Background: an optimization exercise with open tools, aiming at small area. Do not read the settings as production practice. In this exercise RTL edits were held to simulation tests only and were not proved equivalent to the original. Power and IR drop assume default switching activity.

===== flow/design.v =====
module connect4(
    input clk,
    input reset,
    input right,
    input left,
    input enter,
    output h_sync,
    output v_sync,
    output [3:0] red,
    output [3:0] green,
    output [3:0] blue,
    output [1:0] win
    );
    integer c, r;
    reg q1, q2;
    wire change = q2 & ~q1;
    wire sel = ~q2 & q1;
    wire won;
    always @(posedge clk or posedge reset)
        if (reset) begin
            q1 <= 1'b0; q2 <= 1'b0;
        end else begin
            q1 <= (~q1 & enter) | (q1 & ~enter) | (q2 & ~q1);
            q2 <= (~q2 & q1 & enter) | (q2 & ~q1 & won) | (q2 & q1 & ~enter);
        end
    reg player;
    always @(posedge clk or posedge reset)
        if (reset) player <= 1'b0;
        else if (change) player <= ~player;
    reg [2:0] A;
    always @(posedge clk or posedge reset)
        if (reset) A <= 3'd0;
        else if (sel) begin
            if (right & ~left) A <= (A == 3'd6) ? 3'd0 : A + 3'd1;
            else if (left & ~right) A <= (A == 3'd0) ? 3'd6 : A - 3'd1;
        end
    reg [6:0] bd [0:6];
    reg F, W;
    reg [5:0] occ [0:6];
    reg [5:0] M [0:6];
    always @(*)
        for (c = 0; c < 7; c = c + 1)
            for (r = 0; r < 6; r = r + 1) begin
                occ[c][r] = |(bd[c] >> (r + 1));
                M[c][r] = occ[c][r] & (bd[c][r] ^ player);
            end
    wire drop = change & ~F;
    always @(posedge clk or posedge reset)
        if (reset) begin
            for (c = 0; c < 7; c = c + 1) bd[c] <= 7'b0000001;
        end else begin
            for (c = 0; c < 7; c = c + 1)
                if (drop && A == c) begin
                    if (~occ[c][0]) bd[c][0] <= player;
                    for (r = 1; r < 6; r = r + 1)
                        if (~occ[c][r]) bd[c][r] <= bd[c][r] ? player : bd[c][r-1];
                    bd[c][6] <= bd[c][6] | bd[c][5];
                end
        end
    reg wm;
    always @(*) begin
        wm = 1'b0;
        for (c = 0; c < 7; c = c + 1)
            for (r = 0; r < 3; r = r + 1)
                wm = wm | (M[c][r] & M[c][r+1] & M[c][r+2] & M[c][r+3]);
        for (c = 0; c < 4; c = c + 1)
            for (r = 0; r < 6; r = r + 1)
                wm = wm | (M[c][r] & M[c+1][r] & M[c+2][r] & M[c+3][r]);
        for (c = 0; c < 4; c = c + 1)
            for (r = 0; r < 3; r = r + 1) begin
                wm = wm | (M[c][r] & M[c+1][r+1] & M[c+2][r+2] & M[c+3][r+3]);
                wm = wm | (M[c][r+3] & M[c+1][r+2] & M[c+2][r+1] & M[c+3][r]);
            end
    end
    assign won = F | wm;
    assign win = {won, F ? W : (wm & ~player)};
    always @(posedge clk or posedge reset)
        if (reset) begin
            F <= 1'b0; W <= 1'b0;
        end else if (~F) begin
            F <= wm; W <= ~player;
        end
    reg [1:0] s;
    wire pe = ~s[1] & s[0];
    reg [2:0] k;
    reg [6:0] o;
    reg [2:0] j;
    reg [6:0] u;
    wire oz = (o == 7'd0);
    wire uz = (u == 7'd0);
    wire hwrap = (k == 3'd7) & oz;
    reg [6:0] ol, ul;
    always @(*) begin
        case (k)
            3'd7, 3'd1, 3'd3: ol = 7'd91;
            3'd0, 3'd2, 3'd4: ol = 7'd90;
            3'd5: ol = 7'd127;
            default: ol = 7'd122;
        endcase
        case (j)
            3'd7, 3'd0, 3'd2, 3'd4: ul = 7'd68;
            3'd1, 3'd3: ul = 7'd67;
            3'd5: ul = 7'd66;
            default: ul = 7'd45;
        endcase
    end
    always @(posedge clk or posedge reset)
        if (reset) begin
            s <= 2'b00; k <= 3'd7; o <= 7'd0; j <= 3'd7; u <= 7'd1;
        end else begin
            s <= {s[0], ~s[1]};
            if (pe) begin
                if (oz) begin
                    k <= k + 3'd1; o <= ol;
                end else
                    o <= o - 7'd1;
                if (hwrap) begin
                    if (uz) begin
                        j <= j + 3'd1; u <= ul;
                    end else
                        u <= u - 7'd1;
                end
            end
        end
    assign h_sync = ~(((k == 3'd6) & (o <= 7'd21)) | ((k == 3'd7) & (o >= 7'd49)));
    assign v_sync = ~((j == 3'd7) & ((u == 7'd34) | (u == 7'd35)));
    wire cellx = ((k <= 3'd5) & (o >= 7'd2)) | ((k == 3'd6) & (o >= 7'd39));
    wire vl = (k <= 3'd5) & (o <= 7'd1);
    wire xb = ((k == 3'd6) & (o == 7'd38)) | hwrap;
    wire hl = ((j <= 3'd5) & (u <= 7'd1)) | ((j >= 3'd6) & uz);
    wire rowon = (j <= 3'd5) & (u >= 7'd2);
    wire cur = (j == 3'd6) & ~uz;
    wire yg = (j != 3'd0);
    reg [6:0] kc;
    reg selb, selo;
    always @(*) begin
        kc = 7'd0;
        for (c = 0; c < 7; c = c + 1)
            kc = kc | ({7{k == c}} & bd[c]);
        selb = 1'b0; selo = 1'b0;
        for (r = 0; r < 6; r = r + 1)
            if (j == r) begin
                selb = kc[r];
                selo = |(kc >> (r + 1));
            end
    end
    wire curs = cur & cellx & (k == A);
    wire white = xb | (vl & yg) | hl;
    wire cellon = cellx & rowon;
    wire cred = F ? W : (selo & selb);
    wire cblue = F ? ~W : (selo & ~selb);
    wire nR = white | (cellon & cred) | (curs & player);
    wire nB = white | (cellon & cblue) | (curs & ~player);
    reg cR, cB;
    always @(posedge clk or posedge reset)
        if (reset) begin
            cR <= 1'b0; cB <= 1'b0;
        end else if (pe) begin
            cR <= nR; cB <= nB;
        end
    assign red = {4{cR}};
    assign blue = {4{cB}};
    assign green = {4{cR & cB}};
endmodule

===== flow/flow/run.sh =====
#!/bin/bash
# Own layout flow: the standard ORFS flow (standard.sh) with a different
# logic synthesis step:
#  - Yosys's half/full adder extraction is off (ha/fa cells marked don't-use),
#    so all logic is mapped by ABC;
#  - ABC runs the area-oriented script flow/abc_area.script;
#  - no insbuf buffers between output ports; clock tree of clkbuf_8 without
#    dummy loads; port buffers are buf_1.
# Everything else (floorplan, power grid, placement, CTS, routing) is the
# standard flow unchanged. Each tool's output goes to a log in this folder.
set -euo pipefail
HERE=$(pwd)
FLOWDIR=$HERE/flow

# synthesis script: ORFS's synth.tcl with the ABC script swapped
sed "s|log_cmd abc {\*}\$abc_args|set abc_args [lreplace \$abc_args 1 1 $FLOWDIR/abc_area.script]\n  log_cmd abc {*}\$abc_args|" \
    "$FLOW_HOME/scripts/synth.tcl" > "$HERE/synth_custom.tcl"
grep -q "abc_area.script" "$HERE/synth_custom.tcl"
# wrapper, as synth_recipe.tcl does it (synth -nofsm -noshare, flatten, rename)
sed "s|source \$::env(SCRIPTS_DIR)/synth.tcl|source $HERE/synth_custom.tcl|" synth_recipe.tcl > "$HERE/my_synth.tcl"
grep -q "synth_custom.tcl" "$HERE/my_synth.tcl"

cp config.mk "$HERE/my_config.mk"
echo "export DONT_USE_CELLS = sky130_fd_sc_hd__ha_1 sky130_fd_sc_hd__ha_2 sky130_fd_sc_hd__ha_4 sky130_fd_sc_hd__fa_1 sky130_fd_sc_hd__fa_2 sky130_fd_sc_hd__fa_4" >> "$HERE/my_config.mk"
# no buffers between output ports that carry the same signal (each port still
# gets its own port buffer at placement)
echo "export SYNTH_INSBUF = 0" >> "$HERE/my_config.mk"
# port buffers: one buf_1 on every input and output port
echo "export BUFFER_PORTS_ARGS = -inputs -outputs -buffer_cell sky130_fd_sc_hd__buf_1" >> "$HERE/my_config.mk"
# clock tree: clkbuf_8 buffers, no dummy loads
echo "export CTS_ARGS = -sink_clustering_enable -repair_clock_nets -buf_list sky130_fd_sc_hd__clkbuf_4 -root_buf sky130_fd_sc_hd__clkbuf_8 -dont_use_dummy_load" >> "$HERE/my_config.mk"

sed -e "s|DESIGN_CONFIG=[^ ]*|DESIGN_CONFIG=$HERE/my_config.mk|" \
    -e "s|SYNTH_SCRIPT=[^ ]*|SYNTH_SCRIPT=$HERE/my_synth.tcl|" standard.sh > "$HERE/my_standard.sh"
grep -q "my_synth.tcl" "$HERE/my_standard.sh"

bash "$HERE/my_standard.sh" > "$HERE/orfs_flow.log" 2>&1

===== flow/flow/abc_area.script =====
&get -n
&st
&deepsyn -J 100 -T 600
&dch -f
&nf -a -R 1000 -F 16 -A 16 -C 32
&put

===== flow/standard.sh =====
#!/bin/bash
# synth_recipe.tcl (not shown) runs the flow's synth.tcl, then flattens the netlist and writes it again
# the make line also repeats each setting of config.mk as NAME=value (left out here)
make -C /OpenROAD-flow-scripts/flow DESIGN_CONFIG=/design/flow/config.mk WORK_HOME=/design/flow/orfs CLKGATE_MAP_FILE= SYNTH_SCRIPT=/design/flow/synth_recipe.tcl "${@:-finish}"

===== flow/config.mk =====
export PLATFORM = sky130hd
export DESIGN_NAME = connect4
export DESIGN_NICKNAME = connect4
export VERILOG_FILES = /design/flow/design.v
export SDC_FILE = /design/flow/constraint.sdc
export NUM_CORES = 4
export LEC_CHECK = 0
export CAP_MARGIN = 20
export CORE_MARGIN = 2
export CORE_UTILIZATION = 75
export SLEW_MARGIN = 20

===== flow/constraint.sdc =====
create_clock -name core_clock -period 10.0 [get_ports {clk}]
set_input_delay 2.0000 -clock core_clock [delete_from_list [all_inputs] [get_ports {clk}]]
set_output_delay 2.0000 -clock core_clock [all_outputs]
set_load 0.01 [all_outputs]

==> reports/metrics.csv, run 1 <==
stage;metric;value;unit
clocking;hold_buf cts;0;
die;chip height;86.00;um
sta;Final Hold Viols;0;
critical_path;critical path's largest stage delay;0.69;ns
sta;Final period util;60.63;%
cells_and_area;most frequent cells in the layout;nand2_1, dfrtp_1, nor2_1, xor2_1, o21ai_0;
critical_path;Crit path max-delay family;simple AND/OR/NAND/NOR gates;
global_route;gr busiest metal;met2;
sta;Tmin final;6.063;ns
global_route;largest net degree at the start of global routing;82;
place;Final HPWL DP;9983;um
die;Die X;86.00;um
global_route;grt ovf;0;
status;outcome;complete, no violations;
pwr;leakage;2.209;nW
cells_and_area;Synth-to-Final Area Change;6.204;%
sta;Slew @ Worst Pin;0.9772;ns
clocking;PostCTS Resize Cnt;0;
global_route;grt met3 use;10.78;%
die;full die area;7395;um2
route;# DRC;0;
die;Initial Util;78.51;%
cells_and_area;share of layout cells above drive strength 1;4.376;%
route;drt via density;7.349;
sta;unrepaired setup endpoints after global routing;false;
clocking;CTS root buf;clkbuf_8;
global_route;vias in the first global route;4660;
pwr;total power;0.001017;W
sta;fmax;0.1649;GHz
sta;Setup Viol. Count Final;0;
sta;final-report max-slew violation count;0;
cells_and_area;ant diodes;0;
critical_path;WS Path Type;reg2out;
cells_and_area;fill cell count;402;
global_route;first-pass GRT wire length;22980;um
sta;Hold WS;0.3928;ns
route;First-pass DRT Iterations;14;
cells_and_area;fin cells;694;
cells_and_area;most common library cell in the layout ignoring fill and taps;nand2_1;
route;final antenna-violating net count;0;
global_route;met2 GRT Util;57.08;%
synth;ys flop type;dfrtp_1;
die;core area;6422;um2
clocking;TritonCTS sink count;81;
synth;Seq cells post-synth;81;
place;RD Place Congestion;1.262;
critical_path;crit start category;flop;
critical_path;CP endpoint kind;output port;
synth;syn nets;591;
clocking;Max clock buf depth;2;
critical_path;Slowest-stage cell, CP;o21ai_0;
route;initial DRC count;958;
synth;Syn Std Cell Area;5042;um2
route;via count;5100;
clocking;clock insertion delay at the later pin of the skew report;0.35;ns
die;cell row count;29;
cells_and_area;Final #Nets;624;
job;total of max-cap violations;0;
synth;cell count after synthesis;586;
sta;Rel. slew slack;34.71;%
global_route;met1 usage;55.39;%
clocking;CTS tree;yes;
pwr;Worst VDD drop;190.2;uV
global_route;initial antenna violation count;0;
global_route;All-Layer GR Usage;39.49;%
clocking;Reg clk slew, reported paths;0.07;ns
pwr;PwrDens;189.9;nW/um2
place;placed cell areas;5231;um2
synth;sequential cell area fraction in the yosys report;40.55;%
synth;EDFF count, synth;0;
die;io pins;21;
critical_path;WP buf/inv;1;
sta;Worst Skew;0.02249;ns
route;drt wl/cell;19.94;um
synth;Async S/R FF share, synth;100.0;%
critical_path;worst path cell trace;nor4_1 > nand2b_1 > o21ai_0 > a211oi_1 > nand4_1 > o21ai_0 > or4_1 > nor4_1 > nand3_1 > and2_0 > buf_1;
synth;Synth Warn #;4;
place;PortBufs;20;
clocking;CTS H-tree depth;3;
place;placed cell count;685;
synth;Netlist cell types;53;
route;final wirelength;13840;um
synth;Synth Area per Inst;8.605;um2
clocking;Num CTS Buffers;9;
cells_and_area;Finished Cell Area;5355;um2
sta;TNS Setup;0;ns
critical_path;CP max FO;9;
critical_path;arrival time worst endpoint;4.06;ns
hold_path;worst hold-check path type;reg2reg;
critical_path;WP data required;8.00;ns
clocking;Setup Buffers After CTS;0;
==> routing by layer <==
layer / up-vias / routed length (um)
met1: 2308 / 5563
met4: 0 / 706
li1: 2277 / -
met2: 416 / 5969
met5: - / 0
met3: 99 / 1596
==> worst paths after layout <==
path / slack, ns / depth (start not counted) / to / startpoint
max: 3.94 / 11 / win[0] / bd[3][6]$_DFFE_PP0P_
max in group asynchronous: 7.39 / 3 / player$_DFFE_PP0P_ / reset
min: 0.39 / 0 / s[1]$_DFF_PP0_ / s[0]$_DFF_PP0_
max reg2reg: 6.29 / 11 / q2$_DFF_PP0_ / bd[3][6]$_DFFE_PP0P_
min in group asynchronous: 1.93 / 3 / bd[6][2]$_DFFE_PP0P_ / reset
min reg2reg: 0.39 / 0 / s[1]$_DFF_PP0_ / s[0]$_DFF_PP0_
==> layout make-up <==
type	instances	area [um2]	area share, %
clock buffer	9	123.9	2.313
timing repair buffer	22	90.09	1.682
inverter	15	57.56	1.075
sequential	81	2046	38.20
multi-input combinational	490	2942	54.93
tap	77	96.34	1.799
==> flip-flops by register name, indices dropped and copies added, names as in the netlist, 2 cells and up <==
signal / count
o: 7
j: 3
s: 2
u: 7
A: 3
bd: 49
k: 3
==> through the flow <==
stage | utilization [%] | setup slack [ns]
floorplan | - | 3.535
global placement | 81.45 | 4.766
detailed placement | 81.45 | 4.581
CTS | 83.38 | 4.189
global route | 83.38 | 3.687
finish | 83.38 | 3.937
==> synthesized netlist by cell type, drive strengths merged, types with 14 or more instances <==
cell type / n / share of area (%)
nand2: 75 / 5.6
dfstp: 14 / 7.3
clkinv: 15 / 1.1
a211oi: 14 / 2.1
nor2: 53 / 3.9
o21ai: 41 / 4.1
xor2: 45 / 7.8
a31oi: 21 / 2.6
a21oi: 40 / 4.0
dfrtp: 67 / 33
nor3: 36 / 3.6
==> where the power goes <==
group          total [W]  switching [W]  internal [W]  leakage [nW]
clock           0.000183       0.000102     0.0000806        0.0647
combinational   0.000369       0.000232      0.000137          1.12
sequential      0.000465      0.0000836      0.000381          1.02
total            0.00102       0.000417      0.000599          2.21
==> cell families after synthesis <==
family	synth area share (%)
and+or+nand+nor	22.51
AOI/OAI and AO/OA	25.06
DFF	40.55
xor gates and xnor gates	9.901
buffers and inverters	1.117
muxes	0.8684
==> run 2: changes to the inputs <==
--- a/flow/flow/run.sh
+++ b/flow/flow/run.sh
@@ -29,5 +29,5 @@
 echo "export BUFFER_PORTS_ARGS = -inputs -outputs -buffer_cell sky130_fd_sc_hd__buf_1" >> "$HERE/my_config.mk"
 # clock tree: clkbuf_8 buffers, no dummy loads
-echo "export CTS_ARGS = -sink_clustering_enable -repair_clock_nets -buf_list sky130_fd_sc_hd__clkbuf_4 -root_buf sky130_fd_sc_hd__clkbuf_8 -dont_use_dummy_load" >> "$HERE/my_config.mk"
+echo "export CTS_ARGS = -sink_clustering_enable -sink_buffer_max_cap_derate 1.0 -repair_clock_nets -buf_list sky130_fd_sc_hd__clkbuf_8 -root_buf sky130_fd_sc_hd__clkbuf_8 -dont_use_dummy_load"
 
 sed -e "s|DESIGN_CONFIG=[^ ]*|DESIGN_CONFIG=$HERE/my_config.mk|" \
--- a/flow/config.mk
+++ b/flow/config.mk
@@ -8,4 +8,4 @@
 export CAP_MARGIN = 20
 export CORE_MARGIN = 2
-export CORE_UTILIZATION = 75
+export CORE_UTILIZATION = 60
 export SLEW_MARGIN = 20
==> reports/metrics.csv, run 2 <==
stage;metric;value;unit;change
status;outcome;complete, no violations;;
route;drt via density;6.854;;-6.7%
global_route;largest net degree at the start of global routing;82;;unchanged
global_route;grt ovf;0;;unchanged
job;total of max-cap violations;0;;unchanged
clocking;CTS root buf;clkbuf_8;;
synth;Netlist cell types;53;;unchanged
sta;Tmin final;6.108;ns;+0.04547 ns
pwr;leakage;2.251;nW;+1.9%
global_route;initial antenna violation count;0;;unchanged
critical_path;worst r2r src;player$_DFFE_PP0P_;;
clocking;Num CTS Buffers;9;;unchanged
pwr;combinational power share;32.5;%;-3.8 points
sta;Slew @ Worst Pin;0.9916;ns;+0.01436 ns
die;full die area;9153;um2;+24%
cells_and_area;Final #Nets;626;;+0.32%
critical_path;CP max FO;37;;+28
pwr;internal power;0.0006382;W;+6.5%
critical_path;Slowest-stage cell, CP;dfrtp_2;;
place;Final HPWL DP;10960;um;+9.8%
place;PortBufs;20;;unchanged
synth;EDFF count, synth;0;;unchanged
critical_path;crit start category;flop;;
clocking;clock insertion delay at the later pin of the skew report;0.37;ns;+0.02 ns
critical_path;CP Launch Point;player$_DFFE_PP0P_;;
critical_path;CP dominant cell by count;a21oi_1;;
route;# DRC;0;;unchanged
sta;Worst Skew;0.01110;ns;-0.01139 ns
sta;TNS Setup;0;ns;unchanged
pwr;Worst VDD drop;179.0;uV;-5.9%
synth;Synth Area per Inst;8.605;um2;unchanged
cells_and_area;most common library cell in the layout ignoring fill and taps;nand2_1;;
synth;Seq cells post-synth;81;;unchanged
clocking;TritonCTS sink count;81;;unchanged
clocking;CTS H-tree depth;3;;unchanged
hold_path;worst hold-check path type;reg2reg;;
cells_and_area;Synth-to-Final Area Change;8.784;%;
synth;sequential cell area fraction in the yosys report;40.55;%;unchanged
cells_and_area;Top reg by flops;bd;;
die;Die X;95.67;um;+11%
clocking;Max clock buf depth;2;;unchanged
cells_and_area;share of layout cells above drive strength 1;5.751;%;+1.4 points
route;First-pass DRT Iterations;5;;-9
global_route;All-Layer GR Usage;34.41;%;-5.1 points
synth;cell count after synthesis;586;;unchanged
clocking;PostCTS Resize Cnt;0;;unchanged
pwr;Clock Power Share;23.0;%;+5.0 points
pwr;PwrDens;198.4;nW/um2;+4.5%
critical_path;R2R setup slack;6.31;ns;+0.02 ns
clocking;Setup Buffers After CTS;0;;unchanged
critical_path;R2R cell count;13;;+2
sta;unrepaired setup endpoints after global routing;false;;
die;cell row count;33;;+14%
critical_path;critical path's largest stage delay;0.79;ns;+0.10 ns
die;io pins;21;;unchanged
critical_path;crit path to;win[0];;
synth;Syn Std Cell Area;5042;um2;unchanged
cells_and_area;fin util;67.10;%;-16 points
synth;syn nets;591;;unchanged
cells_and_area;fill cell count;658;;+64%
critical_path;arrival time worst endpoint;4.11;ns;+0.05 ns
place;RD Place Congestion;0.9916;;-21%
clocking;Reg clk slew, reported paths;0.09;ns;+0.02 ns
critical_path;WP data required;8.00;ns;about the same
critical_path;WS Path Type;reg2out;;
route;final antenna-violating net count;0;;unchanged
global_route;first-pass GRT wire length;23710;um;+3.2%
cells_and_area;most frequent cells in the layout;nand2_1, dfrtp_1, nor2_1, xor2_1, o21ai_0;;
cells_and_area;ant diodes;0;;unchanged
hold_path;hold path startpoint;s[0]$_DFF_PP0_;;
synth;top cells by area, synth;dfrtp_1, xor2_1, dfstp_2, nand2_1, o21ai_0;;
clocking;CTS tree;yes;;
sta;final-report max-slew violation count;0;;unchanged
pwr;NetSw;0.0004504;W;+7.9%
die;Initial Util;61.68;%;-17 points
synth;Synth Warn #;4;;unchanged
die;chip height;95.67;um;+11%
synth;Async S/R FF share, synth;100.0;%;unchanged
synth;synth cell count leaders;nand2_1, dfrtp_1, nor2_1, xor2_1, o21ai_0;;
synth;ys flop type;dfrtp_1;;
route;initial DRC count;547;;-43%
synth;cell taking the most area after synthesis;dfrtp_1;;
route;final wirelength;14970;um;+8.2%
synth;area share of the largest cell type after synthesis;33.25;%;unchanged
critical_path;R2R Path End;q2$_DFF_PP0_;;
pwr;Net Sw Frac;41.37;%;+0.32 points
sta;Final Hold Viols;0;;unchanged
sta;Final period util;61.08;%;+0.45 points
synth;most common cell in the synthesized netlist;nand2_1;;
route;drt wl/cell;20.48;um;+2.7%
clocking;hold_buf cts;0;;unchanged
cells_and_area;Largest regs;bd: 49 flops, o: 7 flops, u: 7 flops;;
sta;Rel. slew slack;33.75;%;-0.96 points
sta;fmax;0.1637;GHz;-0.74%
global_route;vias in the first global route;4547;;-2.4%
pwr;Reg power frac;44.5;%;-1.2 points
cells_and_area;max FFs per register;49;;unchanged
critical_path;CP endpoint kind;output port;;
sta;Setup Viol. Count Final;0;;unchanged
route;via count;5010;;-1.8%
critical_path;worst path cell trace;buf_4 > xor2_1 > o21ai_0 > nor2_1 > nand2_1 > a21oi_1 > a41oi_1 > a21oi_1 > or4_1 > nor4_1 > nand3_1 > and2_0 > buf_1;;
die;core area;8175;um2;+27%
[run 2: per-layer routing]
layer  vias up  global-route usage [%]  part of all wire [%]
li1       2294                       -                     -
met1      2403                   48.54                    43
met2       257                   50.47                    44
met3        56                   6.008                   8.5
met4         0                   17.98                   4.3
met5         -                       0                     0
[run 2: per-stage QoR]
stage                     setup slack, ns  std cells   power, W  instance area [um2]  hold WS (ns)
after floorplan                     3.535        586  0.0007209                 5042        0.3535
after CTS                           3.888        731   0.001078                 5482        0.3951
after detailed placement            4.293        715  0.0008300                 5281        0.3684
after global placement              4.439        715  0.0008166                 5281        0.3658
after global routing                3.571        731   0.001147                 5485        0.4081
final                               3.892        731   0.001089                 5485        0.3952
[run 2: how the worst min path moves through the flow]
| stage | endpoint | cells past startpoint |
|---|---|---|
| floorplan | s[1]$_DFF_PP0_ | 0 |
| global placement | s[1]$_DFF_PP0_ | 0 |
| detailed placement | s[1]$_DFF_PP0_ | 0 |
| CTS | s[1]$_DFF_PP0_ | 0 |
| global route | s[1]$_DFF_PP0_ | 0 |
| finish | s[1]$_DFF_PP0_ | 0 |
[run 2: logic make-up after synthesis]
| group | share of synthesized area [%] |
|---|---|
| DFF | 40.55 |
| buffers and inverters | 1.117 |
| muxes | 0.8684 |
| xor gates and xnor gates | 9.901 |
| AOI/OAI and AO/OA | 25.06 |
| and+or+nand+nor | 22.51 |
[run 2: area by class of cell]
cell class | count | area (um2) | share of cell area (%)
well taps | 105 | 131.4 | 2.395
repair buffers | 24 | 108.9 | 1.984
clock buffers | 9 | 123.9 | 2.258
clock inverters | 7 | 76.32 | 1.391
flip-flops and latches | 81 | 2046 | 37.29
multi-input cells | 490 | 2942 | 53.63
inverters | 15 | 57.56 | 1.049
[run 2: power by group through the flow]
stage / Combinational (W) / Sequential (W) / Clock [W]
4_1_cts: 0.000346 / 0.000480 / 0.000252
6_report: 0.000354 / 0.000484 / 0.000251
3_5_place_dp: 0.000344 / 0.000486 / 0
5_1_grt: 0.000392 / 0.000492 / 0.000263
2_1_floorplan: 0.000246 / 0.000475 / 0
3_3_place_gp: 0.000335 / 0.000482 / 0
[run 2: critical path, delay by kind of cell (launching register included)]
| family | cells | cell delay [ns] |
|---|---|---|
| simple gates | 6 | 1.51 |
| flops | 1 | 0.79 |
| buf+inv | 2 | 0.69 |
| compound gates | 4 | 0.58 |
| xor+xnor | 1 | 0.16 |
==> run 3: changes to the inputs <==
--- a/flow/flow/run.sh
+++ b/flow/flow/run.sh
@@ -29,5 +29,5 @@
 echo "export BUFFER_PORTS_ARGS = -inputs -outputs -buffer_cell sky130_fd_sc_hd__buf_1" >> "$HERE/my_config.mk"
 # clock tree: clkbuf_8 buffers, no dummy loads
-echo "export CTS_ARGS = -sink_clustering_enable -sink_buffer_max_cap_derate 1.0 -repair_clock_nets -buf_list sky130_fd_sc_hd__clkbuf_8 -root_buf sky130_fd_sc_hd__clkbuf_8 -dont_use_dummy_load"
+echo "export CTS_ARGS = -sink_clustering_enable -sink_clustering_size 40 -sink_clustering_max_diameter 400 -sink_clustering_buffer sky130_fd_sc_hd__clkbuf_8 -repair_clock_nets -buf_list sky130_fd_sc_hd__clkbuf_8 -root_buf sky130_fd_sc_hd__clkbuf_8 -dont_use_dummy_load"
 
 sed -e "s|DESIGN_CONFIG=[^ ]*|DESIGN_CONFIG=$HERE/my_config.mk|" \
==> reports/metrics.csv, run 3 <==
stage;metric;value;unit;change
pwr;PwrDens;198.4;nW/um2;unchanged
synth;sequential cell area fraction in the yosys report;40.55;%;unchanged
synth;area share of the largest cell type after synthesis;33.25;%;unchanged
synth;cell count after synthesis;586;;unchanged
cells_and_area;most frequent cells in the layout;nand2_1, dfrtp_1, nor2_1, xor2_1, o21ai_0;;
place;PortBufs;20;;unchanged
route;drt via density;6.854;;unchanged
cells_and_area;fin cells;731;;unchanged
die;Die X;95.67;um;unchanged
sta;final-report max-slew violation count;0;;unchanged
die;cell row count;33;;unchanged
hold_path;worst hold-check path type;reg2reg;;
route;via count;5010;;unchanged
cells_and_area;max FFs per register;49;;unchanged
cells_and_area;Final #Nets;626;;unchanged
cells_and_area;Top reg by flops;bd;;
clocking;Setup Buffers After CTS;0;;unchanged
sta;Final period util;61.08;%;unchanged
place;Final HPWL DP;10960;um;unchanged
critical_path;WP data required;8.00;ns;about the same
clocking;hold_buf cts;0;;unchanged
route;# DRC;0;;unchanged
synth;Synth Warn #;4;;unchanged
critical_path;WS Path Type;reg2out;;
die;Initial Util;61.68;%;unchanged
synth;synth cell count leaders;nand2_1, dfrtp_1, nor2_1, xor2_1, o21ai_0;;
route;drt wl/cell;20.48;um;unchanged
route;final wirelength;14970;um;unchanged
synth;cell taking the most area after synthesis;dfrtp_1;;
synth;most common cell in the synthesized netlist;nand2_1;;
synth;Syn Std Cell Area;5042;um2;unchanged
global_route;All-Layer GR Usage;34.41;%;unchanged
clocking;CTS root buf;clkbuf_8;;
die;full die area;9153;um2;unchanged
global_route;initial antenna violation count;0;;unchanged
sta;Final Hold Viols;0;;unchanged
global_route;largest net degree at the start of global routing;82;;unchanged
sta;Rel. slew slack;33.75;%;unchanged
sta;Slew @ Worst Pin;0.9916;ns;unchanged
cells_and_area;Synth-to-Final Area Change;8.784;%;unchanged
synth;Async S/R FF share, synth;100.0;%;unchanged
clocking;PostCTS Resize Cnt;0;;unchanged
die;chip height;95.67;um;unchanged
cells_and_area;most common library cell in the layout ignoring fill and taps;nand2_1;;
sta;Tmin final;6.108;ns;unchanged
die;core area;8175;um2;unchanged
global_route;first-pass GRT wire length;23710;um;unchanged
critical_path;crit start category;flop;;
job;total of max-cap violations;0;;unchanged
cells_and_area;share of layout cells above drive strength 1;5.751;%;unchanged
pwr;Worst VDD drop;179.0;uV;unchanged
clocking;clock insertion delay at the later pin of the skew report;0.37;ns;about the same
critical_path;arrival time worst endpoint;4.11;ns;about the same
place;placed cell count;715;;unchanged
synth;top cells by area, synth;dfrtp_1, xor2_1, dfstp_2, nand2_1, o21ai_0;;
cells_and_area;ant diodes;0;;unchanged
route;final antenna-violating net count;0;;unchanged
synth;syn nets;591;;unchanged
route;initial DRC count;547;;unchanged
sta;Setup Viol. Count Final;0;;unchanged
global_route;vias in the first global route;4547;;unchanged
clocking;Num CTS Buffers;9;;unchanged
sta;TNS Setup;0;ns;unchanged
synth;Synth Area per Inst;8.605;um2;unchanged
cells_and_area;Largest regs;bd: 49 flops, o: 7 flops, u: 7 flops;;
status;outcome;complete, no violations;;
place;RD Place Congestion;0.9916;;unchanged
clocking;Reg clk slew, reported paths;0.09;ns;about the same
global_route;grt ovf;0;;unchanged
sta;Worst Skew;0.01110;ns;unchanged
sta;fmax;0.1637;GHz;unchanged
synth;Seq cells post-synth;81;;unchanged
synth;EDFF count, synth;0;;unchanged
route;First-pass DRT Iterations;5;;unchanged
critical_path;CP endpoint kind;output port;;
synth;ys flop type;dfrtp_1;;
die;io pins;21;;unchanged
clocking;CTS H-tree depth;3;;unchanged
pwr;leakage;2.251;nW;unchanged
clocking;TritonCTS sink count;81;;unchanged
sta;unrepaired setup endpoints after global routing;false;;
critical_path;CP max FO;37;;unchanged
clocking;Max clock buf depth;2;;unchanged
clocking;CTS tree;yes;;
synth;Netlist cell types;53;;unchanged
-- run 3: cell counts after synthesis --
No cell type changed its count.
-- run 3: logic make-up (layout without fill, tap and decap cells) --
| family | Yosys count | after routing | synth area share (%) |
|---|---|---|---|
| simple gates | 238 | 238 | 22.51 |
| compound gates | 191 | 191 | 25.06 |
| flops | 81 | 81 | 40.55 |
| xor+xnor | 57 | 57 | 9.901 |
| buf+inv | 15 | 55 | 1.117 |
| mux | 4 | 4 | 0.8684 |
-- run 3: final timing paths --
check,from,end,slack (ns),cells past startpoint
worst max-delay path,player$_DFFE_PP0P_,win[0],3.89,13
worst min-delay path,s[0]$_DFF_PP0_,s[1]$_DFF_PP0_,0.40,0
worst max register to register,player$_DFFE_PP0P_,q2$_DFF_PP0_,6.31,13
worst min register to register,s[0]$_DFF_PP0_,s[1]$_DFF_PP0_,0.40,0
max in group asynchronous,reset,player$_DFFE_PP0P_,7.69,3
min in group asynchronous,reset,bd[6][2]$_DFFE_PP0P_,1.79,3
-- run 3: through the flow --
stage                     hold WS, ns  total power, W  util [%]  area [um2]  setup slack [ns]
after global routing           0.4081        0.001147     67.10        5485             3.571
after detailed placement       0.3684       0.0008300     64.60        5281             4.293
after floorplan                0.3535       0.0007209         -        5042             3.535
after CTS                      0.3951        0.001078     67.05        5482             3.888
after global placement         0.3658       0.0008166     64.60        5281             4.439
final                          0.3952        0.001089     67.10        5485             3.892
-- run 3: critical path: stages, from the launching register on --
cell	delay (ns)
dfrtp_2	0.79
buf_4	0.57
xor2_1	0.16
o21ai_0	0.28
nor2_1	0.11
nand2_1	0.09
a21oi_1	0.04
a41oi_1	0.20
a21oi_1	0.06
or4_1	0.51
nor4_1	0.27
nand3_1	0.29
and2_0	0.24
buf_1	0.12
-- run 3: power breakdown --
group	switching [W]	internal [W]
Sequential	0.000103	0.000381
Combinational	0.000214	0.000140
Clock	0.000133	0.000118
-- run 3: metal layers --
| metal | up-vias | GRT usage (%) | share of wire, % |
|---|---|---|---|
| met2 | 257 | 50.47 | 44 |
| met1 | 2403 | 48.54 | 43 |
| li1 | 2294 | - | - |
| met4 | 0 | 17.98 | 4.3 |
| met3 | 56 | 6.008 | 8.5 |
| met5 | - | 0 | 0 |
-- run 3: layout make-up --
cell class              count  area, um2
multi-input cells         490       2942
repair buffers             24      108.9
clock buffers               9      123.9
well taps                 105      131.4
clock inverters             7      76.32
fillers                   658       2690
flip-flops and latches     81       2046
inverters                  15      57.56
==> run 4: changes to the inputs <==
--- a/flow/flow/run.sh
+++ b/flow/flow/run.sh
@@ -6,5 +6,5 @@
 #  - ABC runs the area-oriented script flow/abc_area.script;
 #  - no insbuf buffers between output ports; clock tree of clkbuf_8 without
-#    dummy loads; port buffers are buf_1.
+#    dummy loads.
 # Everything else (floorplan, power grid, placement, CTS, routing) is the
 # standard flow unchanged. Each tool's output goes to a log in this folder.
@@ -26,8 +26,6 @@
 # gets its own port buffer at placement)
 echo "export SYNTH_INSBUF = 0" >> "$HERE/my_config.mk"
-# port buffers: one buf_1 on every input and output port
-echo "export BUFFER_PORTS_ARGS = -inputs -outputs -buffer_cell sky130_fd_sc_hd__buf_1" >> "$HERE/my_config.mk"
 # clock tree: clkbuf_8 buffers, no dummy loads
-echo "export CTS_ARGS = -sink_clustering_enable -sink_clustering_size 40 -sink_clustering_max_diameter 400 -sink_clustering_buffer sky130_fd_sc_hd__clkbuf_8 -repair_clock_nets -buf_list sky130_fd_sc_hd__clkbuf_8 -root_buf sky130_fd_sc_hd__clkbuf_8 -dont_use_dummy_load"
+echo "export CTS_ARGS = -sink_clustering_enable -repair_clock_nets -sink_clustering_size 30 -sink_clustering_max_diameter 200 -buf_list sky130_fd_sc_hd__clkbuf_8 -root_buf sky130_fd_sc_hd__clkbuf_8 -dont_use_dummy_load"
 
 sed -e "s|DESIGN_CONFIG=[^ ]*|DESIGN_CONFIG=$HERE/my_config.mk|" \
==> flow/flow/abc_area.script (replaced) <==
&get -n
&st
&deepsyn -T 60
&dch -f
&nf -a -R 1000
&put
==> reports/metrics.csv, run 4 <==
stage;metric;value;unit;change
synth;top cells by area, synth;dfrtp_1, dfstp_2, xor2_1, nand2_1, nor2_1;;
clocking;Num CTS Buffers;9;;unchanged
place;pre-CTS worst setup slack;3.829;ns;-0.4641 ns
place;RD Place Congestion;0.9767;;-1.5%
cells_and_area;ant diodes;0;;unchanged
critical_path;WS Path Type;reg2out;;
synth;ys flop type;dfrtp_1;;
sta;unrepaired setup endpoints after global routing;false;;
hold_path;worst hold-check path type;reg2reg;;
clocking;CTS H-tree depth;3;;unchanged
critical_path;WP data required;8.00;ns;about the same
clocking;PostCTS Resize Cnt;0;;unchanged
cells_and_area;Synth-to-Final Area Change;11.38;%;
global_route;vias in the first global route;4739;;+4.2%
route;drt via density;7.070;;+3.2%
pwr;leakage;2.305;nW;+2.4%
pwr;Net Sw Frac;42.32;%;+0.95 points
synth;Synth Warn #;4;;unchanged
pwr;total power;0.001121;W;+3.0%
critical_path;worst r2r src;player$_DFFE_PP0P_;;
critical_path;R2R setup slack;6.10;ns;-0.21 ns
critical_path;WP buf/inv;3;;+1
critical_path;CP endpoint kind;output port;;
sta;Tmin final;6.673;ns;+0.5646 ns
critical_path;crit start category;flop;;
synth;Syn Std Cell Area;5112;um2;+1.4%
sta;Final period util;66.73;%;+5.6 points
cells_and_area;most common library cell in the layout ignoring fill and taps;nand2_1;;
clocking;CTS tree;yes;;
synth;syn nets;612;;+3.6%
die;core area;8258;um2;+1.0%
die;io pins;21;;unchanged
sta;Worst Skew;0.01563;ns;+0.004529 ns
hold_path;hold path startpoint;s[0]$_DFF_PP0_;;
critical_path;arrival time worst endpoint;4.67;ns;+0.56 ns
critical_path;CP Launch Point;player$_DFFE_PP0P_;;
sta;Rel. slew slack;33.34;%;-0.41 points
cells_and_area;most frequent cells in the layout;nand2_1, nor2_1, dfrtp_1, a21oi_1, xor2_1;;
route;initial DRC count;692;;+27%
sta;final-report max-slew violation count;0;;unchanged
clocking;Reg clk slew, reported paths;0.10;ns;about the same
pwr;Worst VDD drop;240.4;uV;+34%
synth;sequential cell area fraction in the yosys report;39.99;%;-0.56 points
route;# DRC;0;;unchanged
critical_path;critical path's largest stage delay;0.88;ns;+0.09 ns
critical_path;CP Depth;12;;-1
cells_and_area;Largest regs;bd: 49 flops, o: 7 flops, u: 7 flops;;
sta;PnR worst setup slack;3.327;ns;-0.5646 ns
pwr;internal power;0.0006466;W;+1.3%
synth;Seq cells post-synth;81;;unchanged
clocking;Max clock buf depth;2;;unchanged
clocking;hold_buf cts;0;;unchanged
global_route;largest net degree at the start of global routing;82;;unchanged
global_route;first-pass GRT wire length;24740;um;+4.3%
place;PortBufs;20;;unchanged
critical_path;R2R Path End;q2$_DFF_PP0_;;
critical_path;CP max FO;35;;-5.4%
route;via count;5324;;+6.3%
synth;most common cell in the synthesized netlist;nand2_1;;
die;Die X;96.31;um;+0.66%
pwr;NetSw;0.0004745;W;+5.4%
sta;Setup Viol. Count Final;0;;unchanged
critical_path;Slowest-stage cell, CP;dfrtp_2;;
synth;cell count after synthesis;607;;+3.6%
cells_and_area;Top reg by flops;bd;;
global_route;grt ovf;0;;unchanged
pwr;combinational power share;33.3;%;+0.8 points
clocking;Setup Buffers After CTS;0;;unchanged
die;chip height;96.31;um;+0.66%
synth;Async S/R FF share, synth;100.0;%;unchanged
critical_path;crit path to;win[0];;
global_route;All-Layer GR Usage;35.57;%;+1.2 points
pwr;Clock Power Share;23.1;%;about the same
route;drt wl/cell;21.55;um;+5.2%
synth;EDFF count, synth;0;;unchanged
cells_and_area;max FFs per register;49;;unchanged
synth;Netlist cell types;51;;-3.8%
route;First-pass DRT Iterations;9;;+4
cells_and_area;fill cell count;636;;-3.3%
sta;Final Hold Viols;0;;unchanged
cells_and_area;Final #Nets;648;;+3.5%
place;Final HPWL DP;11780;um;+7.5%
sta;TNS Setup;0;ns;unchanged
sta;Slew @ Worst Pin;0.9923;ns;+0.0007194 ns
clocking;CTS root buf;clkbuf_8;;
route;final antenna-violating net count;0;;unchanged
cells_and_area;Reg area;2046;um2;unchanged
synth;area share of the largest cell type after synthesis;32.79;%;-0.46 points
global_route;initial antenna violation count;0;;unchanged
clocking;TritonCTS sink count;81;;unchanged
job;total of max-cap violations;0;;unchanged
status;outcome;complete, no violations;;
cells_and_area;share of layout cells above drive strength 1;5.710;%;-0.041 points
route;final wirelength;16230;um;+8.4%
sta;fmax;0.1499;GHz;-8.5%
die;cell row count;33;;unchanged
critical_path;R2R cell count;12;;-1
pwr;Reg power frac;43.6;%;-0.9 points
die;full die area;9275;um2;+1.3%
critical_path;Crit path max-delay family;buffers and inverters;;
synth;synth cell count leaders;nand2_1, nor2_1, dfrtp_1, a21oi_1, xor2_1;;
cells_and_area;multi-input logic area;3027;um2;+2.9%
die;Initial Util;61.91;%;+0.23 points
clocking;clock insertion delay at the later pin of the skew report;0.36;ns;about the same
synth;cell taking the most area after synthesis;dfrtp_1;;
pwr;PwrDens;196.9;nW/um2;-0.78%
synth;Synth Area per Inst;8.422;um2;-2.1%
critical_path;worst path cell trace;buf_4 > clkinv_1 > nand4_1 > o311ai_0 > nand3_1 > a22oi_1 > nor3_1 > nand3_1 > nor4_1 > nand4_1 > and2_0 > clkdlybuf4s50_1;;
-- run 4: cell types whose count changed in the layout (fill, tap and decap cells not counted), sizes merged, moves of 5 or more --
| cell | change |
|---|---|
| a211oi | -8 |
| buf | -19 |
| nand3 | +7 |
| nand2b | +5 |
| xor2 | -8 |
| nor2 | +16 |
| o21ai | -6 |
| clkdlybuf4s50 | +20 |
| nand2 | +7 |
| clkinv | -5 |
| xnor2 | +10 |
-- run 4: kinds of logic after synthesis --
logic type,Yosys count,share of synthesized area [%]
and+or+nand+nor,274,25.16
AOI/OAI and AO/OA,178,23.08
DFF,81,39.99
xor gates and xnor gates,59,10.11
buffers and inverters,11,0.8076
muxes,4,0.8565
-- run 4: power by group through the flow --
stage / clock network [W] / registers, W / logic [W]
final: 0.000259 / 0.000488 / 0.000374
after global routing: 0.000273 / 0.000493 / 0.000402
after CTS: 0.000257 / 0.000482 / 0.000362
after detailed placement: 0 / 0.000488 / 0.000356
after global placement: 0 / 0.000483 / 0.000349
after floorplan: 0 / 0.000475 / 0.000257
-- run 4: layer usage --
| metal | share of wire (%) | vias to the layer above | global-route usage (%) |
|---|---|---|---|
| met4 | 3.3 | 0 | 12.79 |
| met1 | 40 | 2537 | 49.93 |
| li1 | - | 2337 | - |
| met5 | 0 | - | 0 |
| met3 | 11 | 59 | 7.518 |
| met2 | 45 | 391 | 54.34 |
-- run 4: through the flow --
step	cells	cell area [um2]	hold WS [ns]	util, %
global route	753	5694	0.4261	68.95
finish	753	5694	0.4169	68.95
global placement	737	5484	0.3804	66.41
CTS	753	5690	0.4189	68.91
floorplan	607	5112	0.3666	-
detailed placement	737	5484	0.3901	66.41
-- run 4: worst register-to-register path: stages (launching register included) --
cell      delay, ns
dfrtp_2        0.88
buf_4          0.56
clkinv_1       0.67
nand4_1        0.22
o311ai_0       0.15
nand3_1        0.12
a22oi_1        0.09
nor3_1         0.24
nand3_1        0.11
nor4_1         0.23
nand4_1        0.31
nor2_1         0.17
nor2_1         0.06
-- run 4: how the worst min path moves through the flow --
stage | endpoint | slack, ns | cells after the start
final | s[1]$_DFF_PP0_ | 0.42 | 0
after global routing | s[1]$_DFF_PP0_ | 0.43 | 0
after CTS | s[1]$_DFF_PP0_ | 0.42 | 0
after detailed placement | s[1]$_DFF_PP0_ | 0.39 | 0
after global placement | s[1]$_DFF_PP0_ | 0.38 | 0
after floorplan | s[1]$_DFF_PP0_ | 0.37 | 0
-- run 4: cell type report --
class                           count  share of cell area, %
Clock buffer                        9                  2.175
Clock inverter                      7                  1.450
Inverter                           11                 0.7471
Multi-Input combinational cell    515                  53.15
Sequential cell                    81                  35.93
Tap cell                          105                  2.307
Timing Repair Buffer               25                  4.241
==> run 5: changes to the inputs <==
--- a/flow/design.v
+++ b/flow/design.v
@@ -58,19 +58,30 @@
                 end
         end
-    reg wm;
-    always @(*) begin
-        wm = 1'b0;
-        for (c = 0; c < 7; c = c + 1)
-            for (r = 0; r < 3; r = r + 1)
-                wm = wm | (M[c][r] & M[c][r+1] & M[c][r+2] & M[c][r+3]);
-        for (c = 0; c < 4; c = c + 1)
-            for (r = 0; r < 6; r = r + 1)
-                wm = wm | (M[c][r] & M[c+1][r] & M[c+2][r] & M[c+3][r]);
-        for (c = 0; c < 4; c = c + 1)
-            for (r = 0; r < 3; r = r + 1) begin
-                wm = wm | (M[c][r] & M[c+1][r+1] & M[c+2][r+2] & M[c+3][r+3]);
-                wm = wm | (M[c][r+3] & M[c+1][r+2] & M[c+2][r+1] & M[c+3][r]);
-            end
-    end
+    wire wm =
+        (M[0][2] & M[0][3] & ((M[0][1] & (M[0][0] | M[0][4])) | (M[0][4] & M[0][5]))) |
+        (M[1][2] & M[1][3] & ((M[1][1] & (M[1][0] | M[1][4])) | (M[1][4] & M[1][5]))) |
+        (M[2][2] & M[2][3] & ((M[2][1] & (M[2][0] | M[2][4])) | (M[2][4] & M[2][5]))) |
+        (M[3][2] & M[3][3] & ((M[3][1] & (M[3][0] | M[3][4])) | (M[3][4] & M[3][5]))) |
+        (M[4][2] & M[4][3] & ((M[4][1] & (M[4][0] | M[4][4])) | (M[4][4] & M[4][5]))) |
+        (M[5][2] & M[5][3] & ((M[5][1] & (M[5][0] | M[5][4])) | (M[5][4] & M[5][5]))) |
+        (M[6][2] & M[6][3] & ((M[6][1] & (M[6][0] | M[6][4])) | (M[6][4] & M[6][5]))) |
+        (M[3][0] & ((M[2][0] & ((M[1][0] & (M[0][0] | M[4][0])) | (M[4][0] & M[5][0]))) | (M[4][0] & M[5][0] & M[6][0]))) |
+        (M[3][1] & ((M[2][1] & ((M[1][1] & (M[0][1] | M[4][1])) | (M[4][1] & M[5][1]))) | (M[4][1] & M[5][1] & M[6][1]))) |
+        (M[3][2] & ((M[2][2] & ((M[1][2] & (M[0][2] | M[4][2])) | (M[4][2] & M[5][2]))) | (M[4][2] & M[5][2] & M[6][2]))) |
+        (M[3][3] & ((M[2][3] & ((M[1][3] & (M[0][3] | M[4][3])) | (M[4][3] & M[5][3]))) | (M[4][3] & M[5][3] & M[6][3]))) |
+        (M[3][4] & ((M[2][4] & ((M[1][4] & (M[0][4] | M[4][4])) | (M[4][4] & M[5][4]))) | (M[4][4] & M[5][4] & M[6][4]))) |
+        (M[3][5] & ((M[2][5] & ((M[1][5] & (M[0][5] | M[4][5])) | (M[4][5] & M[5][5]))) | (M[4][5] & M[5][5] & M[6][5]))) |
+        (M[0][2] & M[1][3] & M[2][4] & M[3][5]) |
+        (M[1][2] & M[2][3] & M[3][4] & (M[0][1] | M[4][5])) |
+        (M[2][2] & M[3][3] & ((M[1][1] & (M[0][0] | M[4][4])) | (M[4][4] & M[5][5]))) |
+        (M[3][2] & M[4][3] & ((M[2][1] & (M[1][0] | M[5][4])) | (M[5][4] & M[6][5]))) |
+        (M[3][1] & M[4][2] & M[5][3] & (M[2][0] | M[6][4])) |
+        (M[3][0] & M[4][1] & M[5][2] & M[6][3]) |
+        (M[0][3] & M[1][2] & M[2][1] & M[3][0]) |
+        (M[1][3] & M[2][2] & M[3][1] & (M[0][4] | M[4][0])) |
+        (M[2][3] & M[3][2] & ((M[1][4] & (M[0][5] | M[4][1])) | (M[4][1] & M[5][0]))) |
+        (M[3][3] & M[4][2] & ((M[2][4] & (M[1][5] | M[5][1])) | (M[5][1] & M[6][0]))) |
+        (M[3][4] & M[4][3] & M[5][2] & (M[2][5] | M[6][1])) |
+        (M[3][5] & M[4][4] & M[5][3] & M[6][2]);
     assign won = F | wm;
     assign win = {won, F ? W : (wm & ~player)};
--- a/flow/flow/run.sh
+++ b/flow/flow/run.sh
@@ -6,5 +6,5 @@
 #  - ABC runs the area-oriented script flow/abc_area.script;
 #  - no insbuf buffers between output ports; clock tree of clkbuf_8 without
-#    dummy loads.
+#    dummy loads; port buffers are buf_1.
 # Everything else (floorplan, power grid, placement, CTS, routing) is the
 # standard flow unchanged. Each tool's output goes to a log in this folder.
@@ -26,6 +26,8 @@
 # gets its own port buffer at placement)
 echo "export SYNTH_INSBUF = 0" >> "$HERE/my_config.mk"
+# port buffers: one buf_1 on every input and output port
+echo "export BUFFER_PORTS_ARGS = -inputs -outputs -buffer_cell sky130_fd_sc_hd__buf_1" >> "$HERE/my_config.mk"
 # clock tree: clkbuf_8 buffers, no dummy loads
-echo "export CTS_ARGS = -sink_clustering_enable -repair_clock_nets -sink_clustering_size 30 -sink_clustering_max_diameter 200 -buf_list sky130_fd_sc_hd__clkbuf_8 -root_buf sky130_fd_sc_hd__clkbuf_8 -dont_use_dummy_load"
+echo "export CTS_ARGS = -sink_clustering_enable -repair_clock_nets -buf_list sky130_fd_sc_hd__clkbuf_8 -root_buf sky130_fd_sc_hd__clkbuf_8 -dont_use_dummy_load" >> "$HERE/my_config.mk"
 
 sed -e "s|DESIGN_CONFIG=[^ ]*|DESIGN_CONFIG=$HERE/my_config.mk|" \
==> flow/flow/abc_area.script (replaced) <==
&get -n
&st
&deepsyn -J 100 -T 600
&dch -f
&nf -a -R 1000 -F 16 -A 16 -C 32
&put
--- a/flow/config.mk
+++ b/flow/config.mk
@@ -8,4 +8,4 @@
 export CAP_MARGIN = 20
 export CORE_MARGIN = 2
-export CORE_UTILIZATION = 60
+export CORE_UTILIZATION = 75
 export SLEW_MARGIN = 20
==> reports/metrics.csv, run 5 <==
stage;metric;value;unit;change
cells_and_area;most frequent cells in the layout;nand2_1, dfrtp_1, nor2_1, xor2_1, o21ai_0;;
route;drt wl/cell;19.55;um;-9.3%
critical_path;CP endpoint kind;output port;;
cells_and_area;max FFs per register;49;;unchanged
critical_path;Slowest-stage cell, CP;or4_1;;
status;outcome;complete, no violations;;
clocking;PostCTS Resize Cnt;0;;unchanged
critical_path;WP buf/inv;1;;-2
cells_and_area;fill cell count;397;;-38%
sta;Final Hold Viols;0;;unchanged
critical_path;arrival time worst endpoint;3.83;ns;-0.84 ns
place;RD Place Congestion;1.148;;+18%
synth;area share of the largest cell type after synthesis;33.48;%;+0.69 points
route;initial DRC count;1011;;+46%
synth;Syn Std Cell Area;5007;um2;-2.1%
synth;sequential cell area fraction in the yosys report;40.83;%;+0.84 points
global_route;first-pass GRT wire length;22740;um;-8.1%
critical_path;crit start category;flop;;
synth;syn nets;588;;-3.9%
synth;cell taking the most area after synthesis;dfrtp_1;;
synth;Netlist cell types;48;;-5.9%
clocking;clock insertion delay at the later pin of the skew report;0.36;ns;about the same
cells_and_area;share of layout cells above drive strength 1;4.708;%;-1.0 points
global_route;vias in the first global route;4598;;-3.0%
synth;synth cell count leaders;nand2_1, dfrtp_1, nor2_1, xor2_1, o21ai_0;;
sta;final-report max-slew violation count;0;;unchanged
cells_and_area;Top reg by flops;bd;;
clocking;TritonCTS sink count;81;;unchanged
clocking;Setup Buffers After CTS;0;;unchanged
clocking;Reg clk slew, reported paths;0.08;ns;-0.02 ns
pwr;Reg power frac;48.7;%;+5.1 points
global_route;initial antenna violation count;0;;unchanged
route;First-pass DRT Iterations;12;;+3
route;final antenna-violating net count;0;;unchanged
die;core area;6386;um2;-23%
sta;TNS Setup;0;ns;unchanged
die;cell row count;29;;-12%
route;# DRC;0;;unchanged
cells_and_area;Final #Nets;623;;-3.9%
critical_path;critical path's largest stage delay;0.61;ns;-0.27 ns
synth;EDFF count, synth;0;;unchanged
pwr;leakage;2.182;nW;-5.4%
route;final wirelength;13550;um;-16%
sta;PnR worst setup slack;4.172;ns;+0.8443 ns
sta;Tmin final;5.828;ns;-0.8443 ns
cells_and_area;Largest regs;bd: 49 flops, o: 7 flops, u: 7 flops;;
pwr;PwrDens;195.4;nW/um2;-0.77%
clocking;CTS tree;yes;;
sta;fmax;0.1716;GHz;+14%
clocking;Num CTS Buffers;9;;unchanged
place;PortBufs;20;;unchanged
place;pre-CTS worst setup slack;4.775;ns;+0.9462 ns
sta;Worst Skew;0.03459;ns;+0.01897 ns
synth;Synth Warn #;4;;unchanged
sta;Final period util;58.28;%;-8.4 points
clocking;Max clock buf depth;2;;unchanged
clocking;CTS H-tree depth;3;;unchanged
synth;top cells by area, synth;dfrtp_1, dfstp_2, xor2_1, nand2_1, o21ai_0;;
cells_and_area;most common library cell in the layout ignoring fill and taps;nand2_1;;
die;chip height;85.71;um;-11%
critical_path;Crit path max-delay family;compound AO/OA/AOI/OAI gates;;
synth;Seq cells post-synth;81;;unchanged
sta;unrepaired setup endpoints after global routing;false;;
global_route;largest net degree at the start of global routing;82;;unchanged
global_route;All-Layer GR Usage;39.32;%;+3.8 points
critical_path;worst path cell trace;or4_1 > or2_0 > o21ai_0 > a21oi_1 > a221oi_1 > o221ai_1 > a31oi_1 > o211ai_1 > and2_0 > buf_1;;
clocking;hold_buf cts;0;;unchanged
route;via count;5045;;-5.2%
cells_and_area;Synth-to-Final Area Change;6.947;%;
hold_path;worst hold-check path type;reg2reg;;
sta;Rel. slew slack;39.26;%;+5.9 points
global_route;grt ovf;0;;unchanged
synth;Async S/R FF share, synth;100.0;%;unchanged
cells_and_area;ant diodes;0;;unchanged
pwr;Net Sw Frac;41.73;%;-0.59 points
critical_path;WS Path Type;reg2out;;
cells_and_area;fin util;83.86;%;+15 points
synth;Synth Area per Inst;8.589;um2;+2.0%
critical_path;WP data required;8.00;ns;about the same
route;drt via density;7.280;;+3.0%
pwr;NetSw;0.0004366;W;-8.0%
pwr;internal power;0.0006096;W;-5.7%
clocking;CTS root buf;clkbuf_8;;
pwr;total power;0.001046;W;-6.7%
sta;Setup Viol. Count Final;0;;unchanged
sta;Slew @ Worst Pin;0.9092;ns;-0.08317 ns
pwr;combinational power share;34.1;%;+0.8 points
synth;most common cell in the synthesized netlist;nand2_1;;
die;Die X;85.71;um;-11%
pwr;Clock Power Share;17.2;%;-5.9 points
pwr;Worst VDD drop;168.0;uV;-30%
critical_path;CP max FO;7;;-80%
die;Initial Util;78.41;%;+16 points
job;total of max-cap violations;0;;unchanged
die;io pins;21;;unchanged
place;Final HPWL DP;9820;um;-17%
die;full die area;7346;um2;-21%
synth;cell count after synthesis;583;;-4.0%
synth;ys flop type;dfrtp_1;;
run 5: area by class of cell:
class	count	area, um2	area share (%)
clock buffers	9	123.9	2.313
repair buffers	24	125.1	2.336
inverters	16	61.31	1.145
multi-input cells	486	2903	54.21
well taps	77	96.34	1.799
flip-flops and latches	81	2046	38.20
run 5: metrics by stage:
stage | hold WS [ns] | cells | area [um2]
6_report | 0.4136 | 693 | 5355
5_1_grt | 0.4261 | 693 | 5355
4_1_cts | 0.4123 | 692 | 5328
3_5_place_dp | 0.3814 | 683 | 5204
3_3_place_gp | 0.3827 | 683 | 5204
2_1_floorplan | 0.3666 | 583 | 5007
run 5: final timing paths:
path / start / endpoint / slack (ns) / cells past startpoint
worst max-delay path: bd[1][6]$_DFFE_PP0P_ / win[0] / 4.17 / 10
worst min-delay path: s[0]$_DFF_PP0_ / s[1]$_DFF_PP0_ / 0.41 / 0
worst max register to register: o[0]$_DFFE_PP0P_ / u[6]$_DFFE_PP0P_ / 6.31 / 8
worst min register to register: s[0]$_DFF_PP0_ / s[1]$_DFF_PP0_ / 0.41 / 0
max in group asynchronous: reset / bd[2][0]$_DFFE_PP1P_ / 7.67 / 4
min in group asynchronous: reset / bd[5][1]$_DFFE_PP0P_ / 1.70 / 3
run 5: cell families after synthesis:
family / share of synthesized area, %
AND/OR/NAND/NOR: 21.59
AO/OA/AOI/OAI: 26.54
flip-flops: 40.83
XOR/XNOR: 9.620
buffers and inverters: 1.199
multiplexers: 0.2249
run 5: routing by layer:
metal  vias to the layer above  track usage (%)  part of all wire, %
li1                       2272                -                    -
met1                      2302            55.06                   40
met2                       362            56.11                   42
met3                       109            11.93                   12
met4                         0            18.90                  5.7
met5                         -                0                    0
run 5: power by group through the flow:
stage / Combinational, W / Sequential, W / Clock [W]
floorplan: 0.000255 / 0.000491 / 0
global placement: 0.000329 / 0.000503 / 0
detailed placement: 0.000343 / 0.000507 / 0
CTS: 0.000346 / 0.000502 / 0.000181
global route: 0.000401 / 0.000518 / 0.000191
finish: 0.000357 / 0.000509 / 0.000180
==> run 6: changes to the inputs <==
--- a/flow/config.mk
+++ b/flow/config.mk
@@ -8,4 +8,4 @@
 export CAP_MARGIN = 20
 export CORE_MARGIN = 2
-export CORE_UTILIZATION = 75
+export CORE_UTILIZATION = 60
 export SLEW_MARGIN = 20
==> reports/metrics.csv, run 6 <==
stage;metric;value;unit;change
synth;cell taking the most area after synthesis;dfrtp_1;;
clocking;CTS tree;yes;;
cells_and_area;max FFs per register;49;;unchanged
route;via count;4891;;-3.1%
pwr;Net Sw Frac;42.15;%;+0.41 points
place;Final HPWL DP;10950;um;+11%
die;Initial Util;61.56;%;-17 points
synth;Adder-Cell Fraction of Synth Area;0;%;unchanged
critical_path;arrival time worst endpoint;3.89;ns;+0.06 ns
sta;Worst Skew;0.02576;ns;-0.008832 ns
clocking;CTS root buf;clkbuf_8;;
cells_and_area;most common library cell in the layout ignoring fill and taps;nand2_1;;
place;RD Place Congestion;1.034;;-9.9%
critical_path;CP endpoint kind;output port;;
clocking;CTS H-tree depth;3;;unchanged
pwr;Clock Power Share;17.6;%;+0.4 points
synth;top cells by area, synth;dfrtp_1, dfstp_2, xor2_1, nand2_1, o21ai_0;;
synth;sequential cell area fraction in the yosys report;40.83;%;unchanged
global_route;grt ovf;0;;unchanged
sta;Tmin final;5.889;ns;+0.06031 ns
synth;Netlist cell types;48;;unchanged
pwr;leakage;2.186;nW;+0.16%
pwr;Worst VDD drop;228.3;uV;+36%
critical_path;WP data required;8.00;ns;about the same
die;Die X;95.36;um;+11%
sta;unrepaired setup endpoints after global routing;false;;
clocking;Max clock buf depth;2;;unchanged
hold_path;worst hold-check path type;reg2reg;;
critical_path;CP max FO;8;;+1
job;total of max-cap violations;0;;unchanged
route;# DRC;0;;unchanged
route;drt wl/cell;20.46;um;+4.7%
die;chip height;95.36;um;+11%
synth;Synth Warn #;4;;unchanged
pwr;PwrDens;195.6;nW/um2;+0.13%
synth;simple-gate portion of the synthesized area;21.59;%;unchanged
global_route;initial antenna violation count;0;;unchanged
synth;compound-cell area share of the yosys netlist;26.54;%;unchanged
critical_path;crit start category;flop;;
synth;synth cell count leaders;nand2_1, dfrtp_1, nor2_1, xor2_1, o21ai_0;;
clocking;clock insertion delay at the later pin of the skew report;0.35;ns;about the same
sta;Slew @ Worst Pin;0.9761;ns;+0.06693 ns
sta;Final Hold Viols;0;;unchanged
critical_path;WS Path Type;reg2out;;
clocking;Num CTS Buffers;9;;unchanged
synth;Async S/R FF share, synth;100.0;%;unchanged
pwr;internal power;0.0006099;W;about the same
cells_and_area;fin util;66.25;%;-18 points
status;outcome;complete, no violations;;
sta;final-report max-slew violation count;0;;unchanged
cells_and_area;share of layout cells above drive strength 1;5.016;%;+0.31 points
synth;area share of the largest cell type after synthesis;33.48;%;unchanged
route;initial DRC count;462;;-54%
clocking;Reg clk slew, reported paths;0.09;ns;about the same
synth;ys flop type;dfrtp_1;;
sta;fmax;0.1698;GHz;-1.0%
clocking;TritonCTS sink count;81;;unchanged
global_route;largest net degree at the start of global routing;82;;unchanged
synth;Syn Std Cell Area;5007;um2;unchanged
global_route;first-pass GRT wire length;23400;um;+2.9%
cells_and_area;Largest regs;bd: 49 flops, o: 7 flops, u: 7 flops;;
die;core area;8134;um2;+27%
route;First-pass DRT Iterations;6;;-6
clocking;PostCTS Resize Cnt;0;;unchanged
synth;most common cell in the synthesized netlist;nand2_1;;
pwr;NetSw;0.0004443;W;+1.8%
synth;largest family of logic cells by synthesized area;compound AO/OA/AOI/OAI gates;;
synth;syn nets;588;;unchanged
cells_and_area;most frequent cells in the layout;nand2_1, dfrtp_1, nor2_1, xor2_1, o21ai_0;;
cells_and_area;Top reg by flops;bd;;
route;final wirelength;14790;um;+9.2%
synth;Synth Area per Inst;8.589;um2;unchanged
sta;Final period util;58.89;%;+0.60 points
global_route;vias in the first global route;4420;;-3.9%
global_route;All-Layer GR Usage;34.56;%;-4.8 points
synth;post-synthesis mux area share;0.2249;%;unchanged
die;full die area;9093;um2;+24%
die;cell row count;33;;+14%
place;PortBufs;20;;unchanged
synth;cell count after synthesis;583;;unchanged
route;drt via density;6.765;;-7.1%
die;io pins;21;;unchanged
sta;Setup Viol. Count Final;0;;unchanged
pwr;Reg power frac;46.2;%;-2.5 points
pwr;combinational power share;36.2;%;+2.1 points
cells_and_area;Final #Nets;625;;+0.32%
clocking;Setup Buffers After CTS;0;;unchanged
clocking;hold_buf cts;0;;unchanged
cells_and_area;Synth-to-Final Area Change;7.621;%;
synth;EDFF count, synth;0;;unchanged
sta;TNS Setup;0;ns;unchanged
synth;Seq cells post-synth;81;;unchanged
sta;Rel. slew slack;34.43;%;-4.8 points
cells_and_area;ant diodes;0;;unchanged
route;final antenna-violating net count;0;;unchanged
synth;XOR/XNOR Fraction of Synth Area;9.620;%;unchanged
run 6: cell counts after synthesis:
No cell type changed its count.
run 6: per-stage QoR:
step	total power, W	hold WS [ns]	std cells	setup slack (ns)	area (um2)
2_1_floorplan	0.0007465	0.3666	583	4.520	5007
3_5_place_dp	0.0008613	0.3988	714	4.488	5261
3_3_place_gp	0.0008498	0.3817	714	4.507	5261
4_1_cts	0.001047	0.4239	723	4.131	5385
6_report	0.001054	0.4274	723	4.111	5389
5_1_grt	0.001120	0.4281	723	3.847	5389
run 6: worst max-delay path: stages (launching register included):
cell	delay (ns)
dfrtp_1	0.48
or4_1	0.58
or2_0	0.27
o21ai_0	0.49
a22oi_1	0.15
a211oi_1	0.30
nor3_1	0.08
a2111oi_0	0.49
o211ai_1	0.35
and2_0	0.23
buf_1	0.12
run 6: final timing paths:
path                                 startpoint                    to  slack (ns)  depth (start not counted)
setup / recovery           bd[4][4]$_DFFE_PP0P_                win[0]        4.11                         10
hold / removal                   s[0]$_DFF_PP0_        s[1]$_DFF_PP0_        0.43                          0
setup reg to reg               o[0]$_DFFE_PP0P_      u[6]$_DFFE_PP0P_        6.25                          8
hold reg to reg                  s[0]$_DFF_PP0_        s[1]$_DFF_PP0_        0.43                          0
max in group asynchronous                 reset    player$_DFFE_PP0P_        7.65                          3
min in group asynchronous                 reset  bd[6][5]$_DFFE_PP0P_        1.81                          3
run 6: logic make-up after synthesis:
group           after synthesis
compound gates              199
xor+xnor                     55
buf+inv                      16
flops                        81
mux                           1
simple gates                231
run 6: cell type report:
type,count,area (um2)
fill,666,2745
multi-input combinational,486,2903
timing repair buffer,26,123.9
inverter,16,61.31
clock buffer,9,123.9
tap,105,131.4
sequential,81,2046
run 6: power by group through the flow:
| stage | logic (W) | clock network [W] | registers (W) |
|---|---|---|---|
| after floorplan | 0.000255 | 0 | 0.000491 |
| after global placement | 0.000363 | 0 | 0.000487 |
| after detailed placement | 0.000373 | 0 | 0.000488 |
| after CTS | 0.000375 | 0.000188 | 0.000483 |
| after global routing | 0.000425 | 0.000201 | 0.000494 |
| final | 0.000382 | 0.000185 | 0.000487 |
run 6: routing by layer:
metal | routed length, um | up-vias | part of all wire [%] | global-route usage, %
met4 | 400 | 0 | 2.7 | 12.92
met5 | 0 | - | 0 | 0
met1 | 6458 | 2354 | 44 | 49.24
li1 | - | 2264 | - | -
met3 | 1295 | 39 | 8.8 | 6.719
met2 | 6639 | 234 | 45 | 52.23

## re-timing with driven ports
The results above use ideal ports. As a check the final layouts listed here were re-extracted and re-timed, cells and wires unchanged. Step 1, drivers: a clkbuf_16 drives clk and a buf_2 each remaining input, both assumed. Step 2 times the ports against the registers' clock, not the clock port: input delays grow and output delays shrink by t, the midpoint of the rising clock arrivals with the driver on. Three values: ideal ports, drivers, drivers and shift; two values: the first two.
run	shift t [ns]	slack for setup (ns)	clock arrival spread, ns	worst slew at a driven data input, ns	pins driven straight from the clock port
run 1	0.370	3.937 / 3.904 / 4.274	0.023 / 0.023	0.03	1
run 2	0.402	3.892 / 3.857 / 4.260	0.012 / 0.011	0.03	1
run 3	0.402	3.892 / 3.857 / 4.260	0.012 / 0.011	0.03	1
run 4	0.390	3.327 / 3.293 / 3.683	0.016 / 0.016	0.03	1
run 5	0.370	4.172 / 4.140 / 4.510	0.034 / 0.034	0.03	1
run 6	0.375	4.111 / 4.073 / 4.448	0.025 / 0.026	0.03	1
After both steps setup and hold are still met in every run listed.
